What follows belongs to an exercise in optimizing a design on an open flow for small area and a short achievable clock period; a production flow would make more cautious choices. Function was checked by simulation only, so behaviour that the tests miss may differ from the original. Power figures rest on the tool's default switching activity, not on a simulated workload.

==> flow/design.v, too long to show whole: its modules and the start of the top module <==
// module mul8: 14 lines
// module mul16: 1105 lines
// module mul16_fa: 4 lines
// module mul16_cpa: 147 lines
module mul16(
    input clk,
    input logic[15:0] a,
    input logic[15:0] b,
    output logic[31:0] r
);
  // ...
==> flow/run.sh <==
#!/bin/bash
# synth_recipe.tcl (not shown) runs the flow's synth.tcl, then flattens the netlist and writes it again
# the make line also repeats each setting of config.mk as NAME=value (left out here)
make -C /OpenROAD-flow-scripts/flow DESIGN_CONFIG=/design/flow/config.mk WORK_HOME=/design/flow/orfs CLKGATE_MAP_FILE= SYNTH_SCRIPT=/design/flow/synth_recipe.tcl finish
==> flow/config.mk <==
export PLATFORM = sky130hd
export DESIGN_NAME = mul16
export DESIGN_NICKNAME = mul16
export VERILOG_FILES = /design/flow/design.v
export SDC_FILE = /design/flow/constraint.sdc
export NUM_CORES = 4
export LEC_CHECK = 0
export CAP_MARGIN = 20
export CORE_MARGIN = 2
export CORE_UTILIZATION = 40
export SLEW_MARGIN = 20
export SYNTH_HIERARCHICAL = 1
export SYNTH_MINIMUM_KEEP_SIZE = 0
==> flow/constraint.sdc <==
create_clock -name core_clock -period 5.5 [get_ports {clk}]
set_input_delay 1.1000 -clock core_clock [delete_from_list [all_inputs] [get_ports {clk}]]
set_output_delay 1.1000 -clock core_clock [all_outputs]
set_load 0.01 [all_outputs]
==> reports/qor.txt, run 1 <==
Seq_cells -> 111
DR DRC count -> 0
# fillers -> 2158
Metal2 WL -> 9310 um
First-pass GRT wire length -> 33500 um
Max power group -> combinational logic
CTS root buffer -> clkbuf_16
Top-count cell post-synth -> nand2_1
Worst-margin pin slew -> 0.905 ns
Yosys Warn Count -> 7
Switching share of total power -> 41.6%
Clock Buffer Count -> 10
Layout inverter count without the clock tree -> 70
Status -> timing/DRC/antenna clean
Final wirelength -> 20100 um
Final setup TNS -> 0 ns
Detailed Routing Iterations Pass 1 -> 5
Simple-gate portion of the synthesized area -> 12.4%
Clock-cell share of area -> 3.05%
CP Launch Type -> input pin
Clock skew -> 0.0108 ns
Multi-Input Combinational -> 588
Reg2reg start -> q[33]
M3 GR Usage -> 3.76%
Fmax -> 244 MHz
Register area -> 0.00222 mm^2
==> module mul16_cpa, before the edit <==
module mul16_cpa(input [26:0] gi, input [26:0] pi, output [26:0] s);
    wire g0 = gi[0];
    wire p0 = pi[0];
    wire g1 = gi[1];
    wire p1 = pi[1];
    wire g2 = gi[2];
    wire p2 = pi[2];
    wire g3 = gi[3];
    wire p3 = pi[3];
    wire g4 = gi[4];
    wire p4 = pi[4];
    wire g5 = gi[5];
    wire p5 = pi[5];
    wire g6 = gi[6];
    wire p6 = pi[6];
    wire g7 = gi[7];
    wire p7 = pi[7];
    wire g8 = gi[8];
    wire p8 = pi[8];
    wire g9 = gi[9];
    wire p9 = pi[9];
    wire g10 = gi[10];
    wire p10 = pi[10];
    wire g11 = gi[11];
    wire p11 = pi[11];
    wire g12 = gi[12];
    wire p12 = pi[12];
    wire g13 = gi[13];
    wire p13 = pi[13];
    wire g14 = gi[14];
    wire p14 = pi[14];
    wire g15 = gi[15];
    wire p15 = pi[15];
    wire g16 = gi[16];
    wire p16 = pi[16];
    wire g17 = gi[17];
    wire p17 = pi[17];
    wire g18 = gi[18];
    wire p18 = pi[18];
    wire g19 = gi[19];
    wire p19 = pi[19];
    wire g20 = gi[20];
    wire p20 = pi[20];
    wire g21 = gi[21];
    wire p21 = pi[21];
    wire g22 = gi[22];
    wire p22 = pi[22];
    wire g23 = gi[23];
    wire p23 = pi[23];
    wire g24 = gi[24];
    wire p24 = pi[24];
    wire g25 = gi[25];
    wire p25 = pi[25];
    wire g26 = gi[26];
    wire p26 = pi[26];
    wire G1 = g1 | (p1 & g0);
    wire P1 = p1 & p0;
    wire G2 = g3 | (p3 & g2);
    wire P2 = p3 & p2;
    wire G3 = g5 | (p5 & g4);
    wire P3 = p5 & p4;
    wire G4 = g7 | (p7 & g6);
    wire P4 = p7 & p6;
    wire G5 = g9 | (p9 & g8);
    wire P5 = p9 & p8;
    wire G6 = g11 | (p11 & g10);
    wire P6 = p11 & p10;
    wire G7 = g13 | (p13 & g12);
    wire P7 = p13 & p12;
    wire G8 = g15 | (p15 & g14);
    wire P8 = p15 & p14;
    wire G9 = g17 | (p17 & g16);
    wire P9 = p17 & p16;
    wire G10 = g19 | (p19 & g18);
    wire P10 = p19 & p18;
    wire G11 = g21 | (p21 & g20);
    wire P11 = p21 & p20;
    wire G12 = g23 | (p23 & g22);
    wire P12 = p23 & p22;
    wire G13 = g25 | (p25 & g24);
    wire P13 = p25 & p24;
    wire G14 = G2 | (P2 & G1);
    wire P14 = P2 & P1;
    wire G15 = G4 | (P4 & G3);
    wire P15 = P4 & P3;
    wire G16 = G6 | (P6 & G5);
    wire P16 = P6 & P5;
    wire G17 = G8 | (P8 & G7);
    wire P17 = P8 & P7;
    wire G18 = G10 | (P10 & G9);
    wire P18 = P10 & P9;
    wire G19 = G12 | (P12 & G11);
    wire P19 = P12 & P11;
    wire G20 = G15 | (P15 & G14);
    wire P20 = P15 & P14;
    wire G21 = G17 | (P17 & G16);
    wire P21 = P17 & P16;
    wire G22 = G19 | (P19 & G18);
    wire P22 = P19 & P18;
    wire G23 = G21 | (P21 & G20);
    wire P23 = P21 & P20;
    wire G24 = G22 | (P22 & G23);
    wire P24 = P22 & P23;
    wire G25 = G16 | (P16 & G20);
    wire P25 = P16 & P20;
    wire G26 = G18 | (P18 & G23);
    wire P26 = P18 & P23;
    wire G27 = G3 | (P3 & G14);
    wire P27 = P3 & P14;
    wire G28 = G5 | (P5 & G20);
    wire P28 = P5 & P20;
    wire G29 = G7 | (P7 & G25);
    wire P29 = P7 & P25;
    wire G30 = G9 | (P9 & G23);
    wire P30 = P9 & P23;
    wire G31 = G11 | (P11 & G26);
    wire P31 = P11 & P26;
    wire G32 = G13 | (P13 & G24);
    wire P32 = P13 & P24;
    wire G33 = g2 | (p2 & G1);
    wire P33 = p2 & P1;
    wire G34 = g4 | (p4 & G14);
    wire P34 = p4 & P14;
    wire G35 = g6 | (p6 & G27);
    wire P35 = p6 & P27;
    wire G36 = g8 | (p8 & G20);
    wire P36 = p8 & P20;
    wire G37 = g10 | (p10 & G28);
    wire P37 = p10 & P28;
    wire G38 = g12 | (p12 & G25);
    wire P38 = p12 & P25;
    wire G39 = g14 | (p14 & G29);
    wire P39 = p14 & P29;
    wire G40 = g16 | (p16 & G23);
    wire P40 = p16 & P23;
    wire G41 = g18 | (p18 & G30);
    wire P41 = p18 & P30;
    wire G42 = g20 | (p20 & G26);
    wire P42 = p20 & P26;
    wire G43 = g22 | (p22 & G31);
    wire P43 = p22 & P31;
    wire G44 = g24 | (p24 & G24);
    wire P44 = p24 & P24;
    wire G45 = g26 | (p26 & G32);
    wire P45 = p26 & P32;
    assign s = {p26 ^ G32, p25 ^ G44, p24 ^ G24, p23 ^ G43, p22 ^ G31, p21 ^ G42, p20 ^ G26, p19 ^ G41, p18 ^ G30, p17 ^ G40, p16 ^ G23, p15 ^ G39, p14 ^ G29, p13 ^ G38, p12 ^ G25, p11 ^ G37, p10 ^ G28, p9 ^ G36, p8 ^ G20, p7 ^ G35, p6 ^ G27, p5 ^ G34, p4 ^ G14, p3 ^ G33, p2 ^ G1, p1 ^ g0, p0};
endmodule
==> inputs of run 2 (changes only) <==
--- a/flow/design.v
+++ b/flow/design.v
@@ -821,29 +821,29 @@
     assign pp15_8 = ~(a[15] & b[8]);
     assign pp15_9 = ~(a[15] & b[9]);
     assign pp15_10 = ~(a[15] & b[10]);
     assign pp15_11 = ~(a[15] & b[11]);
     assign pp15_12 = ~(a[15] & b[12]);
     assign pp15_13 = ~(a[15] & b[13]);
     assign pp15_14 = ~(a[15] & b[14]);
     assign pp15_15 = ~(a[15] & b[15]);
-    assign s1 = ~(pp0_1 ^ pp1_0);
+    mul16_xnor us1 (.x(pp0_1), .y(pp1_0), .s(s1));
     assign c2 = pp0_1 | pp1_0;
     mul16_fa us3 (.x(pp0_2), .y(pp1_1), .z(pp2_0), .s(s3), .c(c4));
-    assign s5 = ~(c2 ^ s3);
+    mul16_xnor us5 (.x(c2), .y(s3), .s(s5));
     assign c6 = c2 | s3;
     mul16_fa us7 (.x(pp0_3), .y(pp1_2), .z(pp2_1), .s(s7), .c(c8));
     mul16_fa us9 (.x(pp3_0), .y(c4), .z(s7), .s(s9), .c(c10));
-    assign s11 = ~(c6 ^ s9);
+    mul16_xnor us11 (.x(c6), .y(s9), .s(s11));
     assign c12 = c6 | s9;
     mul16_fa us13 (.x(pp0_4), .y(pp1_3), .z(pp2_2), .s(s13), .c(c14));
     mul16_fa us15 (.x(pp3_1), .y(pp4_0), .z(c8), .s(s15), .c(c16));
     mul16_fa us17 (.x(s13), .y(s15), .z(c10), .s(s17), .c(c18));
-    assign s19 = ~(c12 ^ s17);
+    mul16_xnor us19 (.x(c12), .y(s17), .s(s19));
     assign c20 = c12 | s17;
     mul16_fa us21 (.x(pp0_5), .y(pp1_4), .z(pp2_3), .s(s21), .c(c22));
     mul16_fa us23 (.x(pp3_2), .y(pp4_1), .z(pp5_0), .s(s23), .c(c24));
     mul16_fa us25 (.x(c14), .y(s21), .z(s23), .s(s25), .c(c26));
     mul16_fa us27 (.x(c16), .y(s25), .z(c18), .s(s27), .c(c28));
     mul16_fa us29 (.x(pp0_6), .y(pp1_5), .z(pp2_4), .s(s29), .c(c30));
     mul16_fa us31 (.x(pp3_3), .y(pp4_2), .z(pp5_1), .s(s31), .c(c32));
     mul16_fa us33 (.x(pp6_0), .y(c22), .z(c24), .s(s33), .c(c34));
@@ -1006,128 +1006,128 @@
     mul16_fa us347 (.x(c338), .y(s343), .z(s345), .s(s347), .c(c348));
     mul16_fa us349 (.x(c340), .y(s347), .z(c342), .s(s349), .c(c350));
     mul16_fa us351 (.x(pp12_15), .y(pp13_14), .z(pp14_13), .s(s351), .c(c352));
     mul16_fa us353 (.x(pp15_12), .y(c344), .z(s351), .s(s353), .c(c354));
     mul16_fa us355 (.x(c346), .y(s353), .z(c348), .s(s355), .c(c356));
     mul16_fa us357 (.x(pp13_15), .y(pp14_14), .z(pp15_13), .s(s357), .c(c358));
     mul16_fa us359 (.x(c352), .y(s357), .z(c354), .s(s359), .c(c360));
     mul16_fa us361 (.x(pp14_15), .y(pp15_14), .z(c358), .s(s361), .c(c362));
-    assign s442 = ~(q370 ^ q371);
+    mul16_xnor us442 (.x(q370), .y(q371), .s(s442));
     assign c443 = q370 | q371;
-    assign s444 = ~(q373 ^ q374);
+    mul16_xnor us444 (.x(q373), .y(q374), .s(s444));
     assign c445 = q373 | q374;
-    assign s446 = ~(q375 ^ q376);
+    mul16_xnor us446 (.x(q375), .y(q376), .s(s446));
     assign c447 = q375 | q376;
-    assign s448 = ~(q377 ^ q378);
+    mul16_xnor us448 (.x(q377), .y(q378), .s(s448));
     assign c449 = q377 | q378;
     mul16_fa us450 (.x(q379), .y(q380), .z(q381), .s(s450), .c(c451));
-    assign s452 = ~(q382 ^ c449);
+    mul16_xnor us452 (.x(q382), .y(c449), .s(s452));
     assign c453 = q382 | c449;
     mul16_fa us454 (.x(q383), .y(q384), .z(q385), .s(s454), .c(c455));
-    assign s456 = ~(c451 ^ s454);
+    mul16_xnor us456 (.x(c451), .y(s454), .s(s456));
     assign c457 = c451 | s454;
     mul16_fa us458 (.x(q386), .y(q387), .z(q388), .s(s458), .c(c459));
-    assign s460 = ~(c455 ^ s458);
+    mul16_xnor us460 (.x(c455), .y(s458), .s(s460));
     assign c461 = c455 | s458;
     mul16_fa us462 (.x(q389), .y(q390), .z(q391), .s(s462), .c(c463));
-    assign s464 = ~(c459 ^ s462);
+    mul16_xnor us464 (.x(c459), .y(s462), .s(s464));
     assign c465 = c459 | s462;
     mul16_fa us466 (.x(q392), .y(q393), .z(q394), .s(s466), .c(c467));
-    assign s468 = ~(c463 ^ s466);
+    mul16_xnor us468 (.x(c463), .y(s466), .s(s468));
     assign c469 = c463 | s466;
     mul16_fa us470 (.x(q395), .y(q396), .z(q397), .s(s470), .c(c471));
-    assign s472 = ~(c467 ^ s470);
+    mul16_xnor us472 (.x(c467), .y(s470), .s(s472));
     assign c473 = c467 | s470;
     mul16_fa us474 (.x(q398), .y(q399), .z(q400), .s(s474), .c(c475));
     mul16_fa us476 (.x(q401), .y(q402), .z(c471), .s(s476), .c(c477));
-    assign s478 = ~(s474 ^ c473);
+    mul16_xnor us478 (.x(s474), .y(c473), .s(s478));
     assign c479 = s474 | c473;
     mul16_fa us480 (.x(q403), .y(q404), .z(q405), .s(s480), .c(c481));
     mul16_fa us482 (.x(c475), .y(s480), .z(c477), .s(s482), .c(c483));
     mul16_fa us484 (.x(q406), .y(q407), .z(q408), .s(s484), .c(c485));
     mul16_fa us486 (.x(q409), .y(c481), .z(s484), .s(s486), .c(c487));
     mul16_fa us488 (.x(q410), .y(q411), .z(q412), .s(s488), .c(c489));
     mul16_fa us490 (.x(q413), .y(c485), .z(s488), .s(s490), .c(c491));
     mul16_fa us492 (.x(q414), .y(q415), .z(q416), .s(s492), .c(c493));
     mul16_fa us494 (.x(q417), .y(c489), .z(s492), .s(s494), .c(c495));
     mul16_fa us496 (.x(q418), .y(q419), .z(q420), .s(s496), .c(c497));
     mul16_fa us498 (.x(q421), .y(c493), .z(s496), .s(s498), .c(c499));
     mul16_fa us500 (.x(q422), .y(q423), .z(c497), .s(s500), .c(c501));
     mul16_fa us502 (.x(q424), .y(q425), .z(q426), .s(s502), .c(c503));
     mul16_fa us504 (.x(q427), .y(q428), .z(q429), .s(s504), .c(c505));
     mul16_fa us506 (.x(q430), .y(q431), .z(q432), .s(s506), .c(c507));
     wire [26:0] cg, cp, cs;
-    assign cg[0] = ~(xn[5] | yn[5]);
+    assign cg[0] = xn[5] & yn[5];
     assign cp[0] = xn[5] ^ yn[5];
-    assign cg[1] = ~(xn[6] | yn[6]);
+    assign cg[1] = xn[6] & yn[6];
     assign cp[1] = xn[6] ^ yn[6];
-    assign cg[2] = ~(xn[7] | yn[7]);
+    assign cg[2] = xn[7] & yn[7];
     assign cp[2] = xn[7] ^ yn[7];
-    assign cg[3] = ~(xn[8] | yn[8]);
+    assign cg[3] = xn[8] & yn[8];
     assign cp[3] = xn[8] ^ yn[8];
-    assign cg[4] = ~(xn[9] | yn[9]);
+    assign cg[4] = xn[9] & yn[9];
     assign cp[4] = xn[9] ^ yn[9];
-    assign cg[5] = ~(xn[10] | yn[10]);
+    assign cg[5] = xn[10] & yn[10];
     assign cp[5] = xn[10] ^ yn[10];
-    assign cg[6] = ~(xn[11] | yn[11]);
+    assign cg[6] = xn[11] & yn[11];
     assign cp[6] = xn[11] ^ yn[11];
-    assign cg[7] = ~(xn[12] | yn[12]);
+    assign cg[7] = xn[12] & yn[12];
     assign cp[7] = xn[12] ^ yn[12];
-    assign cg[8] = ~(xn[13] | yn[13]);
+    assign cg[8] = xn[13] & yn[13];
     assign cp[8] = xn[13] ^ yn[13];
-    assign cg[9] = ~(xn[14] | yn[14]);
+    assign cg[9] = xn[14] & yn[14];
     assign cp[9] = xn[14] ^ yn[14];
-    assign cg[10] = ~(xn[15] | yn[15]);
+    assign cg[10] = xn[15] & yn[15];
     assign cp[10] = xn[15] ^ yn[15];
-    assign cg[11] = ~(xn[16] | yn[16]);
+    assign cg[11] = xn[16] & yn[16];
     assign cp[11] = xn[16] ^ yn[16];
-    assign cg[12] = ~(xn[17] | yn[17]);
+    assign cg[12] = xn[17] & yn[17];
     assign cp[12] = xn[17] ^ yn[17];
-    assign cg[13] = ~(xn[18] | yn[18]);
+    assign cg[13] = xn[18] & yn[18];
     assign cp[13] = xn[18] ^ yn[18];
-    assign cg[14] = ~(xn[19] | yn[19]);
+    assign cg[14] = xn[19] & yn[19];
     assign cp[14] = xn[19] ^ yn[19];
-    assign cg[15] = ~(xn[20] | yn[20]);
+    assign cg[15] = xn[20] & yn[20];
     assign cp[15] = xn[20] ^ yn[20];
-    assign cg[16] = ~(xn[21] | yn[21]);
+    assign cg[16] = xn[21] & yn[21];
     assign cp[16] = xn[21] ^ yn[21];
-    assign cg[17] = ~(xn[22] | yn[22]);
+    assign cg[17] = xn[22] & yn[22];
     assign cp[17] = xn[22] ^ yn[22];
-    assign cg[18] = ~(xn[23] | yn[23]);
+    assign cg[18] = xn[23] & yn[23];
     assign cp[18] = xn[23] ^ yn[23];
-    assign cg[19] = ~(xn[24] | yn[24]);
+    assign cg[19] = xn[24] & yn[24];
     assign cp[19] = xn[24] ^ yn[24];
-    assign cg[20] = ~(xn[25] | yn[25]);
+    assign cg[20] = xn[25] & yn[25];
     assign cp[20] = xn[25] ^ yn[25];
-    assign cg[21] = ~(xn[26] | yn[26]);
+    assign cg[21] = xn[26] & yn[26];
     assign cp[21] = xn[26] ^ yn[26];
-    assign cg[22] = ~(xn[27] | yn[27]);
+    assign cg[22] = xn[27] & yn[27];
     assign cp[22] = xn[27] ^ yn[27];
-    assign cg[23] = ~(xn[28] | yn[28]);
+    assign cg[23] = xn[28] & yn[28];
     assign cp[23] = xn[28] ^ yn[28];
-    assign cg[24] = ~(xn[29] | yn[29]);
+    assign cg[24] = xn[29] & yn[29];
     assign cp[24] = xn[29] ^ yn[29];
-    assign cg[25] = ~(xn[30] | yn[30]);
+    assign cg[25] = xn[30] & yn[30];
     assign cp[25] = xn[30] ^ yn[30];
-    assign cg[26] = ~(xn[31] | yn[31]);
+    assign cg[26] = xn[31] & yn[31];
     assign cp[26] = xn[31] ^ yn[31];
     mul16_cpa ucpa (.gi(cg), .pi(cp), .s(cs));
     wire [31:0] sum = {cs, ~xn[4], ~xn[3], ~xn[2], ~xn[1], ~xn[0]};
     always_ff @(posedge clk) begin
         q <= {c362, pp15_15, c360, s361, c356, s359, c350, s355, s349, c334, s341, c332, s333, c324, s331, s323, c312, s321, s311, s309, c284, s297, s295, c282, c268, s283, s281, c266, s267, c250, s265, c248, s249, c230, c228, s247, s229, s227, c208, c186, s207, c184, s205, c182, s185, c162, s183, s161, c140, s159, s139, c120, s137, s119, c102, s117, s101, s99, c86, c72, s85, c70, s83, s71, c58, s57, c46, s45, c36, c28, s35, s33, s27, c20, s19, s11, s5, s1, pp0_0};
         r <= sum;
     end
 endmodule
 module mul16_fa(input x, input y, input z, output s, output c);
     assign s = x ^ y ^ z;
     assign c = (x & y) | (x & z) | (y & z);
 endmodule
 module mul16_cpa(input [26:0] gi, input [26:0] pi, output [26:0] s);
-    wire g0 = gi[0];
+    wire g0 = gi[0] | pi[0];
     wire p0 = pi[0];
     wire g1 = gi[1];
     wire p1 = pi[1];
     wire g2 = gi[2];
     wire p2 = pi[2];
     wire g3 = gi[3];
     wire p3 = pi[3];
     wire g4 = gi[4];
@@ -1261,10 +1261,13 @@
     wire G42 = g20 | (p20 & G26);
     wire P42 = p20 & P26;
     wire G43 = g22 | (p22 & G31);
     wire P43 = p22 & P31;
     wire G44 = g24 | (p24 & G24);
     wire P44 = p24 & P24;
     wire G45 = g26 | (p26 & G32);
     wire P45 = p26 & P32;
-    assign s = {p26 ^ G32, p25 ^ G44, p24 ^ G24, p23 ^ G43, p22 ^ G31, p21 ^ G42, p20 ^ G26, p19 ^ G41, p18 ^ G30, p17 ^ G40, p16 ^ G23, p15 ^ G39, p14 ^ G29, p13 ^ G38, p12 ^ G25, p11 ^ G37, p10 ^ G28, p9 ^ G36, p8 ^ G20, p7 ^ G35, p6 ^ G27, p5 ^ G34, p4 ^ G14, p3 ^ G33, p2 ^ G1, p1 ^ g0, p0};
+    assign s = {~(p26 ^ G32), ~(p25 ^ G44), ~(p24 ^ G24), ~(p23 ^ G43), ~(p22 ^ G31), ~(p21 ^ G42), ~(p20 ^ G26), ~(p19 ^ G41), ~(p18 ^ G30), ~(p17 ^ G40), ~(p16 ^ G23), ~(p15 ^ G39), ~(p14 ^ G29), ~(p13 ^ G38), ~(p12 ^ G25), ~(p11 ^ G37), ~(p10 ^ G28), ~(p9 ^ G36), ~(p8 ^ G20), ~(p7 ^ G35), ~(p6 ^ G27), ~(p5 ^ G34), ~(p4 ^ G14), ~(p3 ^ G33), ~(p2 ^ G1), ~(p1 ^ g0), p0};
+endmodule
+module mul16_xnor(input x, input y, output s);
+    assign s = ~(x ^ y);
 endmodule
==> flow/config.mk (replaced) <==
export PLATFORM = sky130hd
export DESIGN_NAME = mul16
export DESIGN_NICKNAME = mul16
export VERILOG_FILES = /design/flow/design.v
export SDC_FILE = /design/flow/constraint.sdc
export NUM_CORES = 4
export LEC_CHECK = 0
export CAP_MARGIN = 20
export CORE_MARGIN = 2
export CORE_UTILIZATION = 40
export SETUP_SLACK_MARGIN = 2.0
export SLEW_MARGIN = 20
export SYNTH_HIERARCHICAL = 1
export SYNTH_MINIMUM_KEEP_SIZE = 0
==> run 2 against run 1 <==
- power rose by 20%
- combinational power rose by 32%
- clock power fell by 3%
- first-iteration DRC count rose by 25%
- sequential cell count did not move
- clock skew rose by 0.0026 ns
- global-route usage barely moved
- worst hold slack improved by 0.0068 ns
- non-clock buffer count rose by 10
- critical endpoint is now q[60]
- highest routed layer unchanged
==> reports/qor.txt, run 2 <==
P&R area growth vs syn -> 13.0%
M2 GR Usage -> 31.3%
CTS root buffer -> clkbuf_16
Syn_nets -> 1071
Slew HR -> 65.9%
M3 GR Usage -> 4.15% (+0.39 points)
Site Rows -> 54
Worst setup EP type -> register
Tcrit/Tclk final -> 63.0%
DR vias -> 5630
DPL Wire Length -> 14800 um
Power Total -> 6.39 mW
Reg with most FFs -> q
Chip Height -> 152 um
CP Launch Type -> input pin
Power per cell area -> 644 mW/mm^2
DR DRC count -> 0 (unchanged)
Routability congestion estimate from global placement -> 0.834
CTS tree -> built
Initial antenna violation count -> 0
Share of layout cells above drive strength 1 -> 11.5%
Total clock sinks -> 111
Tightest Hold Check Type -> reg2reg
Final setup fails -> 0
Peak VDD IR -> 0.409 mV
GR Util All Layers -> 18.2%
CTS max path bufs -> 2
Leak Pwr -> 3.73 nW
Data required time at the worst endpoint -> 5.74 ns
Worst-margin pin slew -> 0.512 ns (-0.393 ns)
RSZ-0062 raised after global routing -> yes
Die X -> 152 um
Mapped Area -> 0.00878 mm^2
GRT overflow -> 0
Status -> timing/DRC/antenna clean
Post-DRT Antenna Nets -> 0
Antenna diode count -> 0
Vias in the first global route -> 6300
Hold_buf cts -> 0
Initial Utilization -> 40.5%
Register area -> 0.00222 mm^2 (unchanged)
CTS clk-pin slew, worst paths -> 0.08 ns
Post-layout minimum cycle time -> 3.47 ns
Busiest grt layer -> met2
Initial drt markers -> 360
Avg Synthesized Cell Area -> 11.0 um^2
Clock Latency Late Sink -> 0.37 ns
Fmax -> 288 MHz (+18%)
Detailed Routing Iterations Pass 1 -> 7 (+2)
Grt met1 use -> 22.4%
CTS Buf Count -> 9
Final Hold Violating Endpoints -> 0
Largest net degree at the start of global routing -> 22
Final setup TNS -> 0 ns (unchanged)
IO Port Bufs -> 64
First-pass GRT wire length -> 32800 um (-2.0%)
Clock skew -> 0.0134 ns (+0.00264 ns)
Fin nets -> 1095
Yosys Warn Count -> 7 (unchanged)
Worst Path Arrival -> 3.71 ns
Commonest cells after routing, fill and taps aside -> nand2_1, fa_1, dfxtp_1
Final Util -> 45.8%
I/O pins -> 65
CTS H-tree lvls -> 3
Worst hold slack -> 0.365 ns
Via density -> 5.08
Area of the multi-input gates -> 0.00626 mm^2
Post-Synthesis Cells -> 800
Slew Limit Fails -> 0
CORE AREA -> 0.0217 mm^2
Max FFs per register -> 79
Wirelength per Cell -> 18.1 um
Die area -> 0.0232 mm^2
Top Registers -> q (79), r (32)
Max_cap viols -> 0
Worst-path fanout max -> 16
WS Path Type -> in2reg
Most common cell after layout, fill and taps aside -> nand2_1
# fillers -> 1997 (-7.5%)
Final wirelength -> 20100 um (about the same)
[run 2: area by class of cell]
type / instances / area share (%)
clock buffer: 9 / 2.27
clock inverter: 7 / 0.757
inverter: 21 / 0.794
multi-input combinational: 603 / 63.1
sequential: 111 / 22.4
tap: 280 / 3.53
timing repair buffer: 78 / 7.20
[run 2: path summary, 6_finish.rpt]
path | startpoint | depth (start not counted) | end | slack (ns)
max reg2reg | q[33] | 12 | r[28] | 2.12
max | a[15] | 7 | q[60] | 2.03
min | q[4] | 1 | r[4] | 0.37
min reg2reg | q[4] | 1 | r[4] | 0.37
[run 2: worst max-delay path, cell delays in order]
cell and delay, ns:
clkdlybuf4s50_1 0.49, buf_8 0.17, nand2_1 0.09, fa_1 0.43, fa_1 0.48, fa_1 0.46
fa_1 0.48
[run 2: power by group]
group	internal [mW]	switching, mW	total, mW
Combinational	2.03	2.33	4.36
Clock	0.322	0.335	0.657
Sequential	1.23	0.139	1.37
Total	3.59	2.81	6.39
[run 2: metal layers]
metal  share of wire (%)  routed length (um)
met1                  40                8020
met2                  51               10300
met3                 6.0                1210
met4                 2.7                 551
met5                   0                   0
[run 2: stage by stage]
stage | setup WS, ns | instance area (um^2) | std cells
floorplan | 1.98 | 8890 | 800
global placement | 1.08 | 9530 | 1087
detailed placement | 1.04 | 9530 | 1087
CTS | 1.99 | 9940 | 1108
global route | 1.99 | 9920 | 1109
finish | 2.03 | 9920 | 1109
[run 2: what timing repair did]
action	4_1_cts	5_1_grt
setup endpoints to repair	71	21
gates resized for setup	97	44
gates cloned	0	1
buffers inserted	5	0
pin swaps	4	4
==> inputs of run 3 (changes only) <==
==> flow/flow/run.sh (new file) <==
#!/bin/bash
# The standard layout (the standard.sh, standard synthesis unchanged), except that
# the port buffers are sky130_fd_sc_hd__buf_1 cells instead of the resizer's default pick
# (a clkdlybuf4s50_1 delay cell). Every input and output port still gets its buffer.
set -uo pipefail
export BUFFER_PORTS_ARGS="-buffer_cell sky130_fd_sc_hd__buf_1"
bash standard.sh > standard.log 2>&1
==> flow/standard.sh (new file) <==
#!/bin/bash
# synth_recipe.tcl (not shown) runs the flow's synth.tcl, then flattens the netlist and writes it again
# the make line also repeats each setting of config.mk as NAME=value (left out here)
make -C /OpenROAD-flow-scripts/flow DESIGN_CONFIG=/design/flow/config.mk WORK_HOME=/design/flow/orfs CLKGATE_MAP_FILE= SYNTH_SCRIPT=/design/flow/synth_recipe.tcl "${@:-finish}"
removed: flow/run.sh
==> run 3 against run 2 <==
- wire length decreased by 3.4%
- clock-buffer cell count is 1 higher
- synthesized cell count is the same
- combinational power down 6.7%
- synthesized area is the same
- via count shrank 1.2%
- non-clock buffer count down 5
- global-route usage down 0.60 points
- largest cell class unchanged
==> reports/qor.txt, run 3 <==
DR vias -> 5560 (-1.2%)
CTS max path bufs -> 2 (unchanged)
M3 GR Usage -> 3.07% (-1.1 points)
Initial antenna violation count -> 1 (+1)
Worst Setup Slack post-DPL -> 1.37 ns (+0.328 ns)
Largest net degree at the start of global routing -> 20 (-9.1%)
CTS H-tree lvls -> 3 (unchanged)
Vias in the first global route -> 6129 (-2.7%)
Commonest cells after routing, fill and taps aside -> nand2_1, fa_1, dfxtp_1
Max FFs per register -> 79 (unchanged)
CTS root buffer -> clkbuf_16
Total clock sinks -> 111 (unchanged)
CORE AREA -> 0.0217 mm^2 (unchanged)
Setup WS post-layout -> 2.07 ns (+0.0325 ns)
Fmax -> 291 MHz (+0.95%)
Grt met1 use -> 23.8% (+1.3 points)
WS Path Type -> in2reg
Via density -> 5.03 (-0.89%)
Hold_buf cts -> 0 (unchanged)
Yosys Warn Count -> 7 (unchanged)
Tcrit/Tclk final -> 62.5% (-0.59 points)
RSZ-0062 raised after global routing -> yes
Final Util -> 44.2% (-1.6 points)
Tightest Hold Check Type -> reg2reg
Avg Synthesized Cell Area -> 11.0 um^2 (unchanged)
Worst Path Arrival -> 3.73 ns (+0.02 ns)
IO Port Bufs -> 64 (unchanged)
Clock Latency Late Sink -> 0.36 ns (about the same)
Clock skew -> 0.00973 ns (-0.00372 ns)
DR DRC count -> 0 (unchanged)
Power Total -> 6.07 mW (-5.1%)
Hold depth -> 1 (unchanged)
Chip Height -> 152 um (unchanged)
Worst setup EP type -> register
CTS Buf Count -> 9 (unchanged)
Max_cap viols -> 0 (unchanged)
Site Rows -> 54 (unchanged)
Mapped Area -> 0.00878 mm^2 (unchanged)
Post-DRT Antenna Nets -> 0 (unchanged)
DPL Wire Length -> 14600 um (-1.4%)
CTS clk-pin slew, worst paths -> 0.07 ns (about the same)
Final wirelength -> 19400 um (-3.4%)
Die X -> 152 um (unchanged)
Initial Utilization -> 40.5% (unchanged)
Leak Pwr -> 3.58 nW (-3.9%)
Post-layout minimum cycle time -> 3.43 ns (-0.0325 ns)
Reg2Reg Depth -> 12 (unchanged)
Slew Limit Fails -> 0 (unchanged)
Data required time at the worst endpoint -> 5.80 ns (+0.06 ns)
Busiest grt layer -> met2
Routability congestion estimate from global placement -> 0.838 (+0.48%)
Final setup fails -> 0 (unchanged)
Die area -> 0.0232 mm^2 (unchanged)
Power per cell area -> 633 mW/mm^2 (-1.7%)
Most common cell after layout, fill and taps aside -> nand2_1
R2R Setup Slk -> 2.15 ns (+0.03 ns)
Reg with most FFs -> q
First-pass GRT wire length -> 32000 um (-2.4%)
Share of layout cells above drive strength 1 -> 10.4% (-1.0 points)
Detailed Routing Iterations Pass 1 -> 5 (-2)
Peak VDD IR -> 0.341 mV (-17%)
Initial drt markers -> 274 (-24%)
Post-Synthesis Cells -> 800 (unchanged)
GR Util All Layers -> 17.6% (-0.60 points)
I/O pins -> 65 (unchanged)
Syn_nets -> 1071 (unchanged)
Fin nets -> 1090 (-0.46%)
Worst-path fanout max -> 16 (unchanged)
Final Hold Violating Endpoints -> 0 (unchanged)
CP Launch Type -> input pin
GRT overflow -> 0 (unchanged)
Wirelength per Cell -> 17.5 um (-3.1%)
Final setup TNS -> 0 ns (unchanged)
Top Registers -> q (79), r (32)
Status -> timing/DRC/antenna clean
M2 GR Usage -> 29.5% (-1.8 points)
P&R area growth vs syn -> 9.12%
CTS tree -> built
run 3: area by class of cell:
cell class	count	area [um^2]
clock buffers	10	229
clock inverters	6	52.6
flip-flops and latches	111	2220
inverters	21	78.8
multi-input cells	603	6230
fillers	2032	12100
diodes	1	2.50
well taps	280	350
repair buffers	73	420
run 3: metal layers:
metal / up-vias / wire length [um]
met5: - / 0
met4: 0 / 350
met3: 25 / 1090
met2: 189 / 9910
met1: 2889 / 8040
li1: 2457 / -
run 3: through the flow:
| stage | std cells | hold slack (ns) | area [um^2] |
|---|---|---|---|
| 2_1_floorplan | 800 | 0.338 | 8890 |
| 3_3_place_gp | 1086 | 0.340 | 9130 |
| 3_5_place_dp | 1086 | 0.345 | 9130 |
| 4_1_cts | 1104 | 0.362 | 9610 |
| 5_1_grt | 1105 | 0.375 | 9590 |
| 6_report | 1105 | 0.356 | 9590 |
run 3: report_power, final:
group	switching [mW]	total (mW)	internal, mW
clock	0.314	0.629	0.315
sequential	0.138	1.37	1.23
combinational	2.23	4.07	1.84
run 3: worst max-delay path, cell delays in order:
cell             delay, ns
clkdlybuf4s18_2       0.47
nand2_1               0.15
fa_1                  0.53
fa_1                  0.46
fa_1                  0.47
fa_1                  0.54
run 3: final timing paths:
path	from	to
worst min register to register	q[4]	r[4]
worst min-delay path	q[4]	r[4]
worst max-delay path	b[5]	q[31]
worst max register to register	q[52]	r[28]
run 3: what timing repair did:
action | in CTS | in global routing
setup buffers | 2 | 0
gates resized for setup | 54 | 23
pin swaps | 4 | 7
hold endpoints to repair | 0 | 0
setup endpoints to repair | 48 | 16
==> inputs of run 4 (changes only) <==
==> flow/flow/run.sh (replaced) <==
#!/bin/bash
# The standard layout (the standard.sh, standard synthesis unchanged), except that
# the port buffers are sky130_fd_sc_hd__buf_2 cells instead of the resizer's default pick
# (a clkdlybuf4s50_1 delay cell). Every input and output port still gets its buffer.
set -uo pipefail
export BUFFER_PORTS_ARGS="-buffer_cell sky130_fd_sc_hd__buf_2"
bash standard.sh > standard.log 2>&1
==> run 4 against run 3 <==
- worst hold slack better by 0.0037 ns
- via count decreased by 0.41%
- power grew 0.30%
- setup slack improved by 0.082 ns
- largest cell class unchanged
- clock-buffer cell count did not move
- highest routed layer unchanged
- sequential share of layout area grew 0.19 points
- critical path type unchanged
- maximum frequency grew 2.4%
- core utilization down 0.35 points
- wire length is essentially flat
- sequential cell count stayed put
- critical path depth unchanged
- still clean
==> reports/qor.txt, run 4 <==
Initial drt markers -> 409 (+49%)
Reg with most FFs -> q
Dpl cells -> 1079 (-0.64%)
Reg2Reg Depth -> 13 (+1)
Worst hold start -> q[1]
DR vias -> 5537 (-0.41%)
DPL Wire Length -> 14400 um (-1.3%)
RSZ-0062 raised after global routing -> no
Commonest cells after routing, fill and taps aside -> nand2_1, fa_1, dfxtp_1
Routability congestion estimate from global placement -> 0.818 (-2.5%)
Tightest Hold Check Type -> reg2reg
CTS Buf Count -> 9 (unchanged)
Hold path endpoint -> r[1]
Reg2reg start -> q[33]
Peak VDD IR -> 0.441 mV (+29%)
Worst Path Arrival -> 3.59 ns (-0.14 ns)
R2R Setup Slk -> 2.20 ns (+0.05 ns)
Final Util -> 43.8% (-0.35 points)
P&R area growth vs syn -> 8.25%
Vias in the first global route -> 6233 (+1.7%)
Initial Utilization -> 40.5% (unchanged)
Die X -> 152 um (unchanged)
Site Rows -> 54 (unchanged)
First-pass GRT wire length -> 32700 um (+2.3%)
Largest net degree at the start of global routing -> 21 (+5.0%)
Via density -> 5.04 (+0.22%)
DR DRC count -> 0 (unchanged)
Reg2reg end -> r[28]
Mapped Area -> 0.00878 mm^2 (unchanged)
Chip Height -> 152 um (unchanged)
Max_cap viols -> 0 (unchanged)
Final Hold Violating Endpoints -> 0 (unchanged)
Avg Synthesized Cell Area -> 11.0 um^2 (unchanged)
Die area -> 0.0232 mm^2 (unchanged)
Final setup TNS -> 0 ns (unchanged)
Worst setup EP type -> register
Fmax -> 298 MHz (+2.4%)
Slew Limit Fails -> 0 (unchanged)
Worst-path fanout max -> 17 (+1)
Power Total -> 6.09 mW (+0.30%)
Power per cell area -> 640 mW/mm^2 (+1.1%)
Max FFs per register -> 79 (unchanged)
Setup WS post-layout -> 2.15 ns (+0.0815 ns)
Post-layout minimum cycle time -> 3.35 ns (-0.0815 ns)
Final setup fails -> 0 (unchanged)
I/O pins -> 65 (unchanged)
Worst Setup Slack post-DPL -> 1.77 ns (+0.409 ns)
Total clock sinks -> 111 (unchanged)
Wirelength per Cell -> 17.7 um (+0.70%)
CTS max path bufs -> 2 (unchanged)
CTS root buffer -> clkbuf_16
IO Port Bufs -> 64 (unchanged)
CORE AREA -> 0.0217 mm^2 (unchanged)
Status -> timing/DRC/antenna clean
Fin nets -> 1083 (-0.64%)
Top Registers -> q (79), r (32)
Data required time at the worst endpoint -> 5.74 ns (-0.06 ns)
Leak Pwr -> 3.63 nW (+1.5%)
Initial antenna violation count -> 1 (unchanged)
Post-DRT Antenna Nets -> 0 (unchanged)
WS Path Type -> in2reg
Hold_buf cts -> 0 (unchanged)
Share of layout cells above drive strength 1 -> 13.6% (+3.1 points)
Final wirelength -> 19400 um (about the same)
Post-Synthesis Cells -> 800 (unchanged)
GRT overflow -> 0 (unchanged)
Yosys Warn Count -> 7 (unchanged)
CTS H-tree lvls -> 3 (unchanged)
CTS tree -> built
Clock Latency Late Sink -> 0.37 ns (about the same)
GR Util All Layers -> 18.0% (+0.40 points)
CP Launch Type -> input pin
Fin cells -> 1098 (-0.63%)
Tcrit/Tclk final -> 61.0% (-1.5 points)
CTS clk-pin slew, worst paths -> 0.08 ns (about the same)
Clock skew -> 0.0102 ns (+0.000476 ns)
Most common cell after layout, fill and taps aside -> nand2_1
Hold depth -> 1 (unchanged)
Detailed Routing Iterations Pass 1 -> 7 (+2)
Syn_nets -> 1071 (unchanged)
## run 4: worst max-delay path, stage by stage
cell	delay, ns
buf_2	0.34
nand2_1	0.14
fa_1	0.47
fa_1	0.53
fa_1	0.57
fa_1	0.42
## run 4: repair_timing
action,CTS,global route
setup endpoints to repair,8,4
gates resized for setup,4,5
setup buffers,2,0
pin swaps,3,6
## run 4: layout make-up
| type | count | area [um^2] |
|---|---|---|
| multi-input combinational | 603 | 6220 |
| fill | 2040 | 12200 |
| inverter | 21 | 78.8 |
| clock buffer | 10 | 229 |
| sequential | 111 | 2220 |
| tap | 280 | 350 |
| clock inverter | 6 | 67.6 |
| antenna | 1 | 2.50 |
| timing repair buffer | 66 | 335 |
## run 4: worst max path at each step
stage                     start  endpoint  slack, ns  cells after the start
final                      a[1]     q[34]       2.15                      6
after detailed placement   a[1]     q[34]       1.77                      6
after CTS                 q[33]     r[30]       2.02                     13
after floorplan           b[13]     q[34]       1.98                      7
after global placement    q[33]     r[28]       1.80                     13
after global routing      q[21]     r[30]       2.00                     12
## run 4: power breakdown
part,switching (mW),internal [mW]
logic,2.24,1.83
clock network,0.330,0.321
registers,0.138,1.23
total,2.71,3.38
## run 4: layer usage
layer | wire length (um) | track usage, %
met2 | 9680 | 30.7
met4 | 414 | 5.79
met1 | 7970 | 23.4
met5 | 0 | 0
met3 | 1340 | 3.24
## run 4: metrics by stage
step,area [um^2],hold WS (ns)
4_1_cts,9490,0.362
3_3_place_gp,9150,0.340
5_1_grt,9510,0.360
6_report,9510,0.360
2_1_floorplan,8890,0.338
3_5_place_dp,9150,0.342
==> inputs of run 5 (changes only) <==
--- a/flow/config.mk
+++ b/flow/config.mk
@@ -8,6 +8,8 @@
 export CAP_MARGIN = 20
 export CORE_MARGIN = 2
 export CORE_UTILIZATION = 40
+export CTS_BUF_LIST = sky130_fd_sc_hd__clkbuf_4 sky130_fd_sc_hd__clkbuf_8
+export CTS_CLUSTER_SIZE = 10
 export SETUP_SLACK_MARGIN = 2.0
 export SLEW_MARGIN = 20
 export SYNTH_HIERARCHICAL = 1
==> run 5 against run 4 <==
- still clean
- first-iteration DRC count decreased by 20%
- global-route usage decreased by 0.081 points
- clock skew increased by 0.0028 ns
- combinational power about the same
- final cell count unchanged
- synthesized cell count unchanged
- critical path depth increased by 7
- via count decreased by 0.61%
- wire length decreased by 0.51%
- register-to-register slack about the same
- core utilization decreased by 0.47 points
- largest power group unchanged
- highest routed layer unchanged
==> reports/qor.txt, run 5 <==
Avg Synthesized Cell Area -> 11.0 um^2 (unchanged)
GR Util All Layers -> 17.9% (-0.081 points)
CTS max path bufs -> 2 (unchanged)
Post-Synthesis Cells -> 800 (unchanged)
Vias in the first global route -> 6206 (-0.43%)
CTS H-tree lvls -> 3 (unchanged)
I/O pins -> 65 (unchanged)
Syn_nets -> 1071 (unchanged)
CP Cell Sequence -> fa_2, fa_2, fa_2, ha_1, nand4_1, nor2_1, a211oi_2, o31ai_4, a31oi_2, o21ai_1, ha_1, nor2_2, xor2_1
Worst setup EP type -> register
Tightest Hold Check Type -> reg2reg
Final setup fails -> 0 (unchanged)
Commonest cells after routing, fill and taps aside -> nand2_1, fa_1, dfxtp_1
Final wirelength -> 19300 um (-0.51%)
Slew HR -> 65.5%
Via density -> 5.01 (-0.61%)
Peak VDD IR -> 0.441 mV (+0.12%)
Reg2reg end -> r[28]
Internal -> 3.23 mW (-4.4%)
Worst Setup Slack post-DPL -> 1.77 ns (unchanged)
Seq pwr share -> 23.2% (+0.7 points)
Slew Limit Fails -> 0 (unchanged)
Chip Height -> 152 um (unchanged)
Worst Setup SP -> q[33]
Initial Utilization -> 40.5% (unchanged)
R2R Setup Slk -> 2.19 ns (about the same)
CP Launch Type -> register
Mapped Area -> 0.00878 mm^2 (unchanged)
Fin nets -> 1083 (unchanged)
Slowest stage delay, CP -> 0.53 ns (-0.04 ns)
Tcrit/Tclk final -> 60.2% (-0.76 points)
P&R area growth vs syn -> 7.09%
Total clock sinks -> 111 (unchanged)
Detailed Routing Iterations Pass 1 -> 5 (-2)
CORE AREA -> 0.0217 mm^2 (unchanged)
Max_cap viols -> 0 (unchanged)
Clock Power Share -> 8.4% (-2.3 points)
Initial drt markers -> 327 (-20%)
Most common cell after layout, fill and taps aside -> nand2_1
DR DRC count -> 0 (unchanged)
Final Util -> 43.4% (-0.47 points)
IO Port Bufs -> 64 (unchanged)
DR vias -> 5503 (-0.61%)
Total net switching power -> 2.68 mW (-1.0%)
Status -> timing/DRC/antenna clean
Slowest CP cell -> fa_2
DPL Wire Length -> 14400 um (unchanged)
CTS tree -> built
Clock skew -> 0.0130 ns (+0.00280 ns)
Die area -> 0.0232 mm^2 (unchanged)
Hold_buf cts -> 0 (unchanged)
Reg with most FFs -> q
Wirelength per Cell -> 17.6 um (-0.51%)
Power per cell area -> 628 mW/mm^2 (-1.8%)
Leak Pwr -> 3.59 nW (-1.1%)
CTS root buffer -> clkbuf_8
Fmax -> 302 MHz (+1.3%)
Power Total -> 5.91 mW (-2.9%)
Routability congestion estimate from global placement -> 0.818 (unchanged)
Initial antenna violation count -> 1 (unchanged)
Final setup TNS -> 0 ns (unchanged)
Reg2reg start -> q[33]
CTS Buf Count -> 9 (unchanged)
Post-DRT Antenna Nets -> 0 (unchanged)
WS Path Type -> reg2reg
Worst-path fanout max -> 3 (-14)
Top Registers -> q (79), r (32)
Largest net degree at the start of global routing -> 21 (unchanged)
Reg2Reg Depth -> 13 (unchanged)
First-pass GRT wire length -> 32600 um (-0.53%)
Share of layout cells above drive strength 1 -> 13.8% (+0.24 points)
Worst Path Arrival -> 3.65 ns (+0.06 ns)
Die X -> 152 um (unchanged)
Site Rows -> 54 (unchanged)
Worst-margin pin slew -> 0.515 ns
Top cell by count, worst path -> fa_2
GRT overflow -> 0 (unchanged)
Clock Latency Late Sink -> 0.41 ns (+0.04 ns)
Comb power frac -> 68.5% (+1.7 points)
Yosys Warn Count -> 7 (unchanged)
Data required time at the worst endpoint -> 5.84 ns (+0.10 ns)
Setup WS post-layout -> 2.19 ns (+0.0420 ns)
# fillers -> 2054 (+0.69%)
Max FFs per register -> 79 (unchanged)
CP endpoint -> r[28]
CTS clk-pin slew, worst paths -> 0.11 ns (+0.03 ns)
Switching share of total power -> 45.3% (+0.86 points)
RSZ-0062 raised after global routing -> no
Post-layout minimum cycle time -> 3.31 ns (-0.0420 ns)
Final Hold Violating Endpoints -> 0 (unchanged)
==> run 5: critical path: cells and delay by family, from the launching register on <==
| family | cells | cell delay (ns) |
|---|---|---|
| AO/OA/AOI/OAI | 4 | 0.77 |
| XOR/XNOR | 1 | 0.15 |
| adder cells (fa/ha/maj) | 5 | 1.70 |
| flip-flops | 1 | 0.33 |
| AND/OR/NAND/NOR | 3 | 0.28 |
==> run 5: metrics by stage <==
stage               area (um^2)  cells  hold WS (ns)
global placement           9150   1079         0.340
detailed placement         9150   1079         0.342
CTS                        9390   1097         0.365
finish                     9410   1098         0.371
global route               9410   1098         0.368
floorplan                  8890    800         0.338
==> run 5: timing repair <==
action	in CTS	in global routing
buffers inserted	2	0
endpoints found under the setup margin	8	5
pin swaps	3	6
gates resized for setup	4	5
==> run 5: power by group through the flow <==
| stage | Sequential, mW | Combinational (mW) | Clock [mW] |
|---|---|---|---|
| after global placement | 1.39 | 3.87 | 0 |
| after floorplan | 1.43 | 2.90 | 0 |
| after global routing | 1.41 | 4.73 | 0.542 |
| after CTS | 1.37 | 4.10 | 0.514 |
| after detailed placement | 1.39 | 3.90 | 0 |
| final | 1.37 | 4.05 | 0.495 |
==> run 5: layout make-up <==
| class | instances | area, um^2 | share of cell area [%] |
|---|---|---|---|
| flip-flops and latches | 111 | 2220 | 23.6 |
| clock buffers | 10 | 131 | 1.40 |
| repair buffers | 66 | 335 | 3.56 |
| inverters | 21 | 78.8 | 0.838 |
| well taps | 280 | 350 | 3.72 |
| diodes | 1 | 2.50 | 0.0266 |
| multi-input cells | 603 | 6220 | 66.1 |
| clock inverters | 6 | 67.6 | 0.718 |
==> run 5: worst min-delay path by stage <==
stage,start,endpoint,cells past startpoint
3_3_place_gp,q[3],r[3],1
3_5_place_dp,q[1],r[1],1
6_report,q[1],r[1],1
5_1_grt,q[1],r[1],1
4_1_cts,q[1],r[1],1
2_1_floorplan,q[0],r[0],1
==> run 5: routing by layer <==
metal	vias to the layer above	part of all wire, %	routed length, um	track usage [%]
met5	-	0	0	0
met3	23	5.9	1140	2.99
met1	2847	42	8130	23.6
li1	2439	-	-	-
met2	194	50	9640	30.3
met4	0	2.0	392	6.05
==> inputs of run 6 (changes only) <==
--- a/flow/config.mk
+++ b/flow/config.mk
@@ -8,9 +8,9 @@
 export CAP_MARGIN = 20
 export CORE_MARGIN = 2
 export CORE_UTILIZATION = 40
-export CTS_BUF_LIST = sky130_fd_sc_hd__clkbuf_4 sky130_fd_sc_hd__clkbuf_8
+export CTS_BUF_LIST = sky130_fd_sc_hd__clkbuf_8
 export CTS_CLUSTER_SIZE = 10
-export SETUP_SLACK_MARGIN = 2.0
+export SETUP_SLACK_MARGIN = 2.2
 export SLEW_MARGIN = 20
 export SYNTH_HIERARCHICAL = 1
 export SYNTH_MINIMUM_KEEP_SIZE = 0
==> run 6 against run 5 <==
- worst hold slack got worse by 0.0039 ns
- sequential cell count did not move
- critical path type unchanged
- clock skew grew 0.0043 ns
- critical endpoint is now r[30]
- combinational power grew 7.4%
- wire length up 1.7%
- largest power group unchanged
- register-to-register slack barely moved
==> reports/qor.txt, run 6 <==
Clock skew -> 0.0173 ns (+0.00428 ns)
Final Util -> 44.5% (+1.1 points)
Data required time at the worst endpoint -> 5.81 ns (-0.03 ns)
Worst Path Arrival -> 3.63 ns (-0.02 ns)
Leak Pwr -> 3.60 nW (+0.32%)
Fin nets -> 1084 (+0.092%)
Worst setup EP type -> register
Via density -> 5.12 (+2.1%)
Peak VDD IR -> 0.463 mV (+4.8%)
Antenna diode count -> 0 (-1)
Routability congestion estimate from global placement -> 0.812 (-0.72%)
Hold_buf cts -> 0 (unchanged)
Detailed Routing Iterations Pass 1 -> 5 (unchanged)
Yosys Warn Count -> 7 (unchanged)
Most common cell after layout, fill and taps aside -> nand2_1
Power per cell area -> 645 mW/mm^2 (+2.6%)
Power Total -> 6.22 mW (+5.2%)
Final setup TNS -> 0 ns (unchanged)
Final setup fails -> 0 (unchanged)
Die area -> 0.0232 mm^2 (unchanged)
Worst hold slack -> 0.367 ns (-0.00389 ns)
Chip Height -> 152 um (unchanged)
DPL Wire Length -> 14600 um (+1.5%)
Max FFs per register -> 79 (unchanged)
Final Hold Violating Endpoints -> 0 (unchanged)
GR Util All Layers -> 18.0% (+0.12 points)
Initial drt markers -> 378 (+16%)
Tightest Hold Check Type -> reg2reg
DR vias -> 5619 (+2.1%)
Post-layout minimum cycle time -> 3.31 ns (-0.000590 ns)
Max_cap viols -> 0 (unchanged)
CTS clk-pin slew, worst paths -> 0.12 ns (about the same)
Final wirelength -> 19600 um (+1.7%)
Slew Limit Fails -> 0 (unchanged)
First-pass GRT wire length -> 32600 um (about the same)
CTS Buf Count -> 9 (unchanged)
Clock Latency Late Sink -> 0.41 ns (about the same)
CTS max path bufs -> 2 (unchanged)
Initial antenna violation count -> 0 (-1)
CTS tree -> built
Post-Synthesis Cells -> 800 (unchanged)
RSZ-0062 raised after global routing -> yes
Post-DRT Antenna Nets -> 0 (unchanged)
IO Port Bufs -> 64 (unchanged)
Avg Synthesized Cell Area -> 11.0 um^2 (unchanged)
Worst Setup SP -> q[52]
Worst-path fanout max -> 4 (+1)
Commonest cells after routing, fill and taps aside -> nand2_1, fa_1, dfxtp_1
Reg2reg start -> q[52]
DR DRC count -> 0 (unchanged)
WS Path Type -> reg2reg
Tcrit/Tclk final -> 60.2% (about the same)
CP Launch Type -> register
Mapped Area -> 0.00878 mm^2 (unchanged)
I/O pins -> 65 (unchanged)
Fmax -> 302 MHz (about the same)
Share of layout cells above drive strength 1 -> 22.6% (+8.8 points)
Worst hold start -> q[4]
Status -> timing/DRC/antenna clean
CTS root buffer -> clkbuf_8
Die X -> 152 um (unchanged)
Wirelength per Cell -> 17.9 um (+1.7%)
# fillers -> 2026 (-1.4%)
GRT overflow -> 0 (unchanged)
CTS H-tree lvls -> 3 (unchanged)
Top Registers -> q (79), r (32)
P&R area growth vs syn -> 9.78%
Largest net degree at the start of global routing -> 21 (unchanged)
Syn_nets -> 1071 (unchanged)
Reg with most FFs -> q
Site Rows -> 54 (unchanged)
Total clock sinks -> 111 (unchanged)
CORE AREA -> 0.0217 mm^2 (unchanged)
Vias in the first global route -> 6179 (-0.44%)
Initial Utilization -> 40.5% (unchanged)
[run 6: final timing paths]
kind / to / slack [ns] / depth (start not counted)
setup reg to reg: r[30] / 2.19 / 11
setup / recovery: r[30] / 2.19 / 11
hold reg to reg: r[4] / 0.37 / 1
hold / removal: r[4] / 0.37 / 1
[run 6: what timing repair did]
item	in CTS	in global routing
gates resized for setup	7	14
pin swaps	10	8
buffers inserted	2	1
endpoints found under the hold margin	0	0
endpoints found under the setup margin	8	7
[run 6: layout make-up]
cell class,instances,area (um^2),area share [%]
clock buffer,10,138,1.43
tap,280,350,3.63
sequential,111,2220,23.1
inverter,21,78.8,0.817
multi-input combinational,603,6450,66.9
timing repair buffer,67,345,3.58
clock inverter,6,60.1,0.623
[run 6: stage by stage]
step                setup slack [ns]  area (um^2)  cells
floorplan                       2.14         9430    800
detailed placement              1.85         9330   1079
CTS                             2.20         9580   1097
finish                          2.19         9640   1098
global route                    2.01         9640   1098
global placement                1.86         9330   1079
[run 6: worst max-delay path, stage by stage, from the launching register on]
cell,delay [ns]
dfxtp_1,0.34
fa_1,0.56
fa_1,0.47
ha_1,0.38
nand4_1,0.13
buf_4,0.16
o31ai_4,0.42
a31oi_4,0.17
o21ai_2,0.19
ha_2,0.20
nor2_2,0.04
xor2_1,0.15
[run 6: where the power goes]
group	total, mW	internal, mW	switching [mW]	leakage [nW]
registers	1.37	1.23	0.139	0.933
clock network	0.498	0.188	0.310	0.101
logic	4.35	2.00	2.35	2.57
[run 6: per-layer routing]
layer  share of wire (%)  routed length [um]  GRT usage (%)
met3                 6.5                1280           2.99
met1                  41                8080           24.0
met2                  51                9950           30.8
met4                 1.6                 317           4.85
met5                   0                   0              0
==> inputs of run 7 (changes only) <==
--- a/flow/config.mk
+++ b/flow/config.mk
@@ -10,7 +10,7 @@
 export CORE_UTILIZATION = 40
 export CTS_BUF_LIST = sky130_fd_sc_hd__clkbuf_8
 export CTS_CLUSTER_SIZE = 10
-export SETUP_SLACK_MARGIN = 2.2
+export SETUP_SLACK_MARGIN = 2.4
 export SLEW_MARGIN = 20
 export SYNTH_HIERARCHICAL = 1
 export SYNTH_MINIMUM_KEEP_SIZE = 0
==> run 7 against run 6 <==
- core utilization rose by 1.5 points
- power rose by 7.2%
- critical path type unchanged
- die area did not move
- sequential power barely moved
- register-to-register slack improved by 0.02 ns
- clock power fell by 3%
- combinational power rose by 11%
- maximum frequency rose by 0.58%
- clock-buffer cell count fell by 1
- highest routed layer unchanged
- worst hold slack barely moved
- largest power group unchanged
==> reports/qor.txt, run 7 <==
Die X -> 152 um (unchanged)
CTS Buf Count -> 9 (unchanged)
Mapped Area -> 0.00878 mm^2 (unchanged)
Slew Limit Fails -> 0 (unchanged)
R2R Setup Slk -> 2.21 ns (+0.02 ns)
Worst-path fanout max -> 4 (unchanged)
Register area -> 0.00222 mm^2 (unchanged)
Final Hold Violating Endpoints -> 0 (unchanged)
Clock skew -> 0.0211 ns (+0.00384 ns)
Tcrit/Tclk final -> 59.8% (-0.34 points)
Clock Latency Late Sink -> 0.41 ns (about the same)
Status -> timing/DRC/antenna clean
Post-layout minimum cycle time -> 3.29 ns (-0.0189 ns)
Peak VDD IR -> 0.386 mV (-17%)
CORE AREA -> 0.0217 mm^2 (unchanged)
Final instance area -> 0.00997 mm^2 (+3.3%)
I/O pins -> 65 (unchanged)
CTS tree -> built
CTS max path bufs -> 2 (unchanged)
Post-DP Area -> 0.00950 mm^2 (+1.8%)
Chip Height -> 152 um (unchanged)
First-pass GRT wire length -> 32000 um (-1.6%)
Post-Synthesis Cells -> 800 (unchanged)
Total clock sinks -> 111 (unchanged)
CTS clk-pin slew, worst paths -> 0.11 ns (about the same)
Initial drt markers -> 335 (-11%)
Dpl cells -> 1079 (unchanged)
Fin nets -> 1086 (+0.18%)
Initial antenna violation count -> 0 (unchanged)
DR vias -> 5583 (-0.64%)
Worst Setup SP -> q[32]
Commonest cells after routing, fill and taps aside -> nand2_1, fa_1, dfxtp_1
Die area -> 0.0232 mm^2 (unchanged)
Vias in the first global route -> 6165 (-0.23%)
Avg Synthesized Cell Area -> 11.0 um^2 (unchanged)
WS Path Type -> reg2reg
Worst setup EP type -> register
Leak Pwr -> 3.69 nW (+2.4%)
Reg2reg end -> r[24]
Fin cells -> 1100 (+0.18%)
GR Util All Layers -> 17.5% (-0.50 points)
Site Rows -> 54 (unchanged)
Antenna diode count -> 0 (unchanged)
Routability congestion estimate from global placement -> 0.804 (-0.97%)
Largest net degree at the start of global routing -> 21 (unchanged)
Reg2reg start -> q[32]
Top Registers -> q (79), r (32)
CTS root buffer -> clkbuf_8
Syn_nets -> 1071 (unchanged)
DR DRC count -> 0 (unchanged)
IO Port Bufs -> 64 (unchanged)
CP Launch Type -> register
Data required time at the worst endpoint -> 5.84 ns (+0.03 ns)
Most common cell after layout, fill and taps aside -> nand2_1
Via density -> 5.08 (-0.82%)
Fmax -> 304 MHz (+0.58%)
Max_cap viols -> 0 (unchanged)
Final setup fails -> 0 (unchanged)
Detailed Routing Iterations Pass 1 -> 5 (unchanged)
Worst Setup Slack post-DPL -> 1.85 ns (+0.000940 ns)
GRT overflow -> 0 (unchanged)
Worst Path Arrival -> 3.63 ns (about the same)
Setup WS post-layout -> 2.21 ns (+0.0189 ns)
Area of the multi-input gates -> 0.00667 mm^2 (+3.4%)
P&R area growth vs syn -> 13.5%
Power Total -> 6.67 mW (+7.2%)
# fillers -> 1972 (-2.7%)
Initial Utilization -> 40.5% (unchanged)
CTS H-tree lvls -> 3 (unchanged)
Yosys Warn Count -> 7 (unchanged)
Tightest Hold Check Type -> reg2reg
Power per cell area -> 669 mW/mm^2 (+3.8%)
Worst hold slack -> 0.368 ns (+0.000392 ns)
Wirelength per Cell -> 17.5 um (-2.0%)
Post-DRT Antenna Nets -> 0 (unchanged)
Share of layout cells above drive strength 1 -> 28.7% (+6.0 points)
CP endpoint -> r[24]
Worst hold start -> q[1]
Final setup TNS -> 0 ns (unchanged)
Max FFs per register -> 79 (unchanged)
DPL Wire Length -> 14500 um (-0.96%)
Reg with most FFs -> q
RSZ-0062 raised after global routing -> yes
Reg2Reg Depth -> 13 (+2)
Final wirelength -> 19300 um (-1.8%)
Final Util -> 46.0% (+1.5 points)
==> run 7: how the worst min path moves through the flow <==
stage	cells past startpoint	slack, ns	end
5_1_grt	1	0.39	r[3]
6_report	1	0.37	r[1]
2_1_floorplan	1	0.34	r[0]
3_3_place_gp	1	0.34	r[0]
3_5_place_dp	1	0.34	r[3]
4_1_cts	1	0.37	r[0]
==> run 7: repair_timing <==
item,in CTS,in global routing
gates resized for setup,34,26
pin swaps,7,11
setup endpoints to repair,24,23
buffers inserted,4,1
hold buffers,0,0
==> run 7: worst max-delay path, stage by stage, from the launching register on <==
cell and delay [ns]:
dfxtp_2 0.34, fa_2 0.38, fa_2 0.35, fa_2 0.55, ha_4 0.20, nand4_1 0.09, nor2_1 0.07, a211oi_2 0.27
o31ai_4 0.18, a21o_1 0.21, a21o_1 0.20, ha_4 0.16, nor2_2 0.09, xor2_1 0.14
==> run 7: final cells by class <==
class                           count  share of cell area (%)
Multi-Input combinational cell    603                    66.9
Sequential cell                   111                    22.3
Clock inverter                      7                   0.615
Timing Repair Buffer               69                    4.62
Clock buffer                        9                    1.24
Inverter                           21                   0.791
Tap cell                          280                    3.51
==> run 7: where the power goes <==
part | switching [mW] | total, mW | internal, mW
Clock | 0.307 | 0.483 | 0.176
Combinational | 2.51 | 4.82 | 2.31
Sequential | 0.132 | 1.36 | 1.23
==> run 7: metal layers <==
layer,global-route usage [%],part of all wire (%),vias to the layer above,wire (um)
met3,3.10,5.8,25,1110
met2,29.2,50,205,9640
met4,4.63,1.8,0,342
met1,23.9,42,2905,8180
li1,-,-,2448,-
met5,0,0,-,0
==> inputs of run 8 (changes only) <==
--- a/flow/config.mk
+++ b/flow/config.mk
@@ -9,8 +9,8 @@
 export CORE_MARGIN = 2
 export CORE_UTILIZATION = 40
 export CTS_BUF_LIST = sky130_fd_sc_hd__clkbuf_8
-export CTS_CLUSTER_SIZE = 10
-export SETUP_SLACK_MARGIN = 2.4
+export CTS_CLUSTER_SIZE = 12
+export SETUP_SLACK_MARGIN = 1.5
 export SLEW_MARGIN = 20
 export SYNTH_HIERARCHICAL = 1
 export SYNTH_MINIMUM_KEEP_SIZE = 0
==> run 8 against run 7 <==
- clock power is 11% higher
- sequential share of layout area is 1.4 points higher
- critical path type unchanged
- still clean on timing, DRC and antenna
- via count is 2.0% lower
- maximum frequency is 12% lower
- synthesized cell count stayed put
- die area stayed put
- sequential cell count stayed put
==> reports/qor.txt, run 8 <==
Final wirelength -> 19500 um (+1.3%)
Detailed Routing Iterations Pass 1 -> 5 (unchanged)
Power Total -> 5.85 mW (-12%)
IO Port Bufs -> 64 (unchanged)
CORE AREA -> 0.0217 mm^2 (unchanged)
CTS clk-pin slew, worst paths -> 0.11 ns (about the same)
Wirelength per Cell -> 17.8 um (+1.8%)
Clock skew -> 0.0145 ns (-0.00666 ns)
Highest Signal Layer -> met4
Post-layout minimum cycle time -> 3.76 ns (+0.465 ns)
Hold_buf cts -> 0 (unchanged)
CTS max path bufs -> 2 (unchanged)
Yosys Warn Count -> 7 (unchanged)
Post-CTS setup buffer count -> 0 (-4)
Vias in the first global route -> 5966 (-3.2%)
Share of layout cells above drive strength 1 -> 12.5% (-16 points)
Antenna diode count -> 0 (unchanged)
Met3 WL post-DR -> 1180 um (+6.0%)
Chip Height -> 152 um (unchanged)
CTS tree -> built
M1 wire length -> 8510 um (+4.0%)
Max FFs per register -> 79 (unchanged)
DPL Wire Length -> 14500 um (+0.58%)
Max_cap viols -> 0 (unchanged)
Fin nets -> 1081 (-0.46%)
GR Util All Layers -> 17.8% (+0.23 points)
Seq pwr share -> 23.4% (+2.9 points)
DR vias -> 5470 (-2.0%)
Via density -> 5.00 (-1.6%)
Routability congestion estimate from global placement -> 0.804 (about the same)
Top Registers -> q (79), r (32)
Post-Synthesis Cells -> 800 (unchanged)
Tcrit/Tclk final -> 68.3% (+8.4 points)
Internal -> 3.18 mW (-15%)
Largest net degree at the start of global routing -> 21 (unchanged)
P&R area growth vs syn -> 6.59%
Peak VDD IR -> 0.465 mV (+20%)
Worst-path fanout max -> 4 (unchanged)
Most common cell after layout, fill and taps aside -> nand2_1
WS Path Type -> reg2reg
Final setup fails -> 0 (unchanged)
Final Util -> 43.2% (-2.8 points)
CTS Buf Count -> 9 (unchanged)
Status -> timing/DRC/antenna clean
CP Launch Type -> register
Worst Path Arrival -> 4.10 ns (+0.47 ns)
Worst setup EP type -> register
Reg with most FFs -> q
Avg Synthesized Cell Area -> 11.0 um^2 (unchanged)
Power per cell area -> 625 mW/mm^2 (-6.6%)
Final setup TNS -> 0 ns (unchanged)
Die X -> 152 um (unchanged)
Post-DRT Antenna Nets -> 0 (unchanged)
CTS root buffer -> clkbuf_8
First-pass GRT wire length -> 32300 um (+0.76%)
Data required time at the worst endpoint -> 5.85 ns (about the same)
Clock Latency Late Sink -> 0.41 ns (about the same)
Die area -> 0.0232 mm^2 (unchanged)
GRT overflow -> 0 (unchanged)
Syn_nets -> 1071 (unchanged)
Initial Utilization -> 40.5% (unchanged)
Slew Limit Fails -> 0 (unchanged)
Leak Pwr -> 3.59 nW (-2.7%)
Post-cts resize count -> 0 (-100%)
RSZ-0062 raised after global routing -> no
Site Rows -> 54 (unchanged)
Metal2 WL -> 9580 um (-0.57%)
Mapped Area -> 0.00878 mm^2 (unchanged)
Total net switching power -> 2.68 mW (-9.1%)
Final Hold Violating Endpoints -> 0 (unchanged)
Initial antenna violation count -> 0 (unchanged)
DR DRC count -> 0 (unchanged)
Total clock sinks -> 111 (unchanged)
CTS H-tree lvls -> 3 (unchanged)
Switching share of total power -> 45.8% (+1.6 points)
Tightest Hold Check Type -> reg2reg
Comb power frac -> 67.4% (-4.9 points)
Commonest cells after routing, fill and taps aside -> nand2_1, fa_1, dfxtp_1
Clock Power Share -> 9.1% (+1.9 points)
I/O pins -> 65 (unchanged)
Fmax -> 266 MHz (-12%)
Initial drt markers -> 444 (+33%)
## run 8: cell type report
type / count / area (um^2)
Clock buffer: 9 / 124
Clock inverter: 7 / 86.3
Fill cell: 2075 / 12300
Inverter: 21 / 78.8
Multi-Input combinational cell: 603 / 6180
Sequential cell: 111 / 2220
Tap cell: 280 / 350
Timing Repair Buffer: 64 / 320
## run 8: per-stage QoR
stage / setup slack, ns / cells / instance area, um^2 / hold slack, ns
after detailed placement: 1.75 / 1079 / 9150 / 0.342
after global placement: 1.77 / 1079 / 9150 / 0.338
final: 1.74 / 1095 / 9360 / 0.363
after global routing: 1.60 / 1095 / 9360 / 0.366
after floorplan: 1.86 / 800 / 8780 / 0.338
after CTS: 1.72 / 1095 / 9360 / 0.362
## run 8: worst max-delay path: stages, from the launching register on
cell	delay [ns]
dfxtp_1	0.33
fa_1	0.44
fa_1	0.43
fa_1	0.41
ha_1	0.37
a21oi_1	0.21
o21bai_1	0.09
a211oi_2	0.29
o31ai_4	0.19
a31oi_1	0.33
o21ai_1	0.14
ha_1	0.20
nor2_1	0.12
xor2_1	0.15
## run 8: metal layers
layer	global-route usage [%]	vias to the layer above
met4	4.98	0
met3	4.21	23
li1	-	2433
met1	24.3	2837
met2	28.5	177
met5	0	-
## run 8: worst paths after layout
path / cells after the start / slack [ns] / startpoint / to
min reg2reg: 1 / 0.36 / q[4] / r[4]
max reg2reg: 13 / 1.74 / q[33] / r[30]
min: 1 / 0.36 / q[4] / r[4]
max: 13 / 1.74 / q[33] / r[30]
## run 8: power by group through the flow
stage	Clock [mW]	Sequential (mW)	Combinational, mW
6_report	0.535	1.37	3.95
4_1_cts	0.553	1.38	4.04
2_1_floorplan	0	1.43	2.89
5_1_grt	0.586	1.41	4.59
3_5_place_dp	0	1.40	3.99
3_3_place_gp	0	1.39	3.94

[port drivers added, routing unchanged]
The flow's constraints put no driver on any port. The routed layouts listed below were extracted and timed again, unchanged, in two steps. Step 1 sets driving cells, clkbuf_16 on the clock port and buf_2 on the other inputs (assumed; they add their load-dependent delay and slew). Step 2 moves the port delays by t, midway between the first and last clock arrival at a register: inputs arrive t later, outputs are due t later. That takes back most of the time a late clock gives input paths. Slacks: ideal / step 1 / step 2; pairs: ideal / step 1.
run | t (ns) | setup WS [ns] | pins driven straight from the clock port
run 1 | 0.398 | 1.403 / 1.424 / 1.026 | 1
run 2 | 0.403 | 2.033 / 2.052 / 1.649 | 1
run 3 | 0.395 | 2.065 / 2.070 / 1.675 | 1
run 4 | 0.407 | 2.147 / 2.147 / 1.740 | 1
run 5 | 0.436 | 2.189 / 2.170 / 1.734 | 1
run 6 | 0.442 | 2.189 / 2.189 / 1.875 | 1
run 7 | 0.438 | 2.208 / 2.208 / 2.034 | 1
run 8 | 0.439 | 1.744 / 1.744 / 1.744 | 1
After both steps setup and hold are still met in every run listed. For run 5, which loses most, drivers alone change the setup slack by -0.019 ns; drivers and shift together by -0.455 ns.
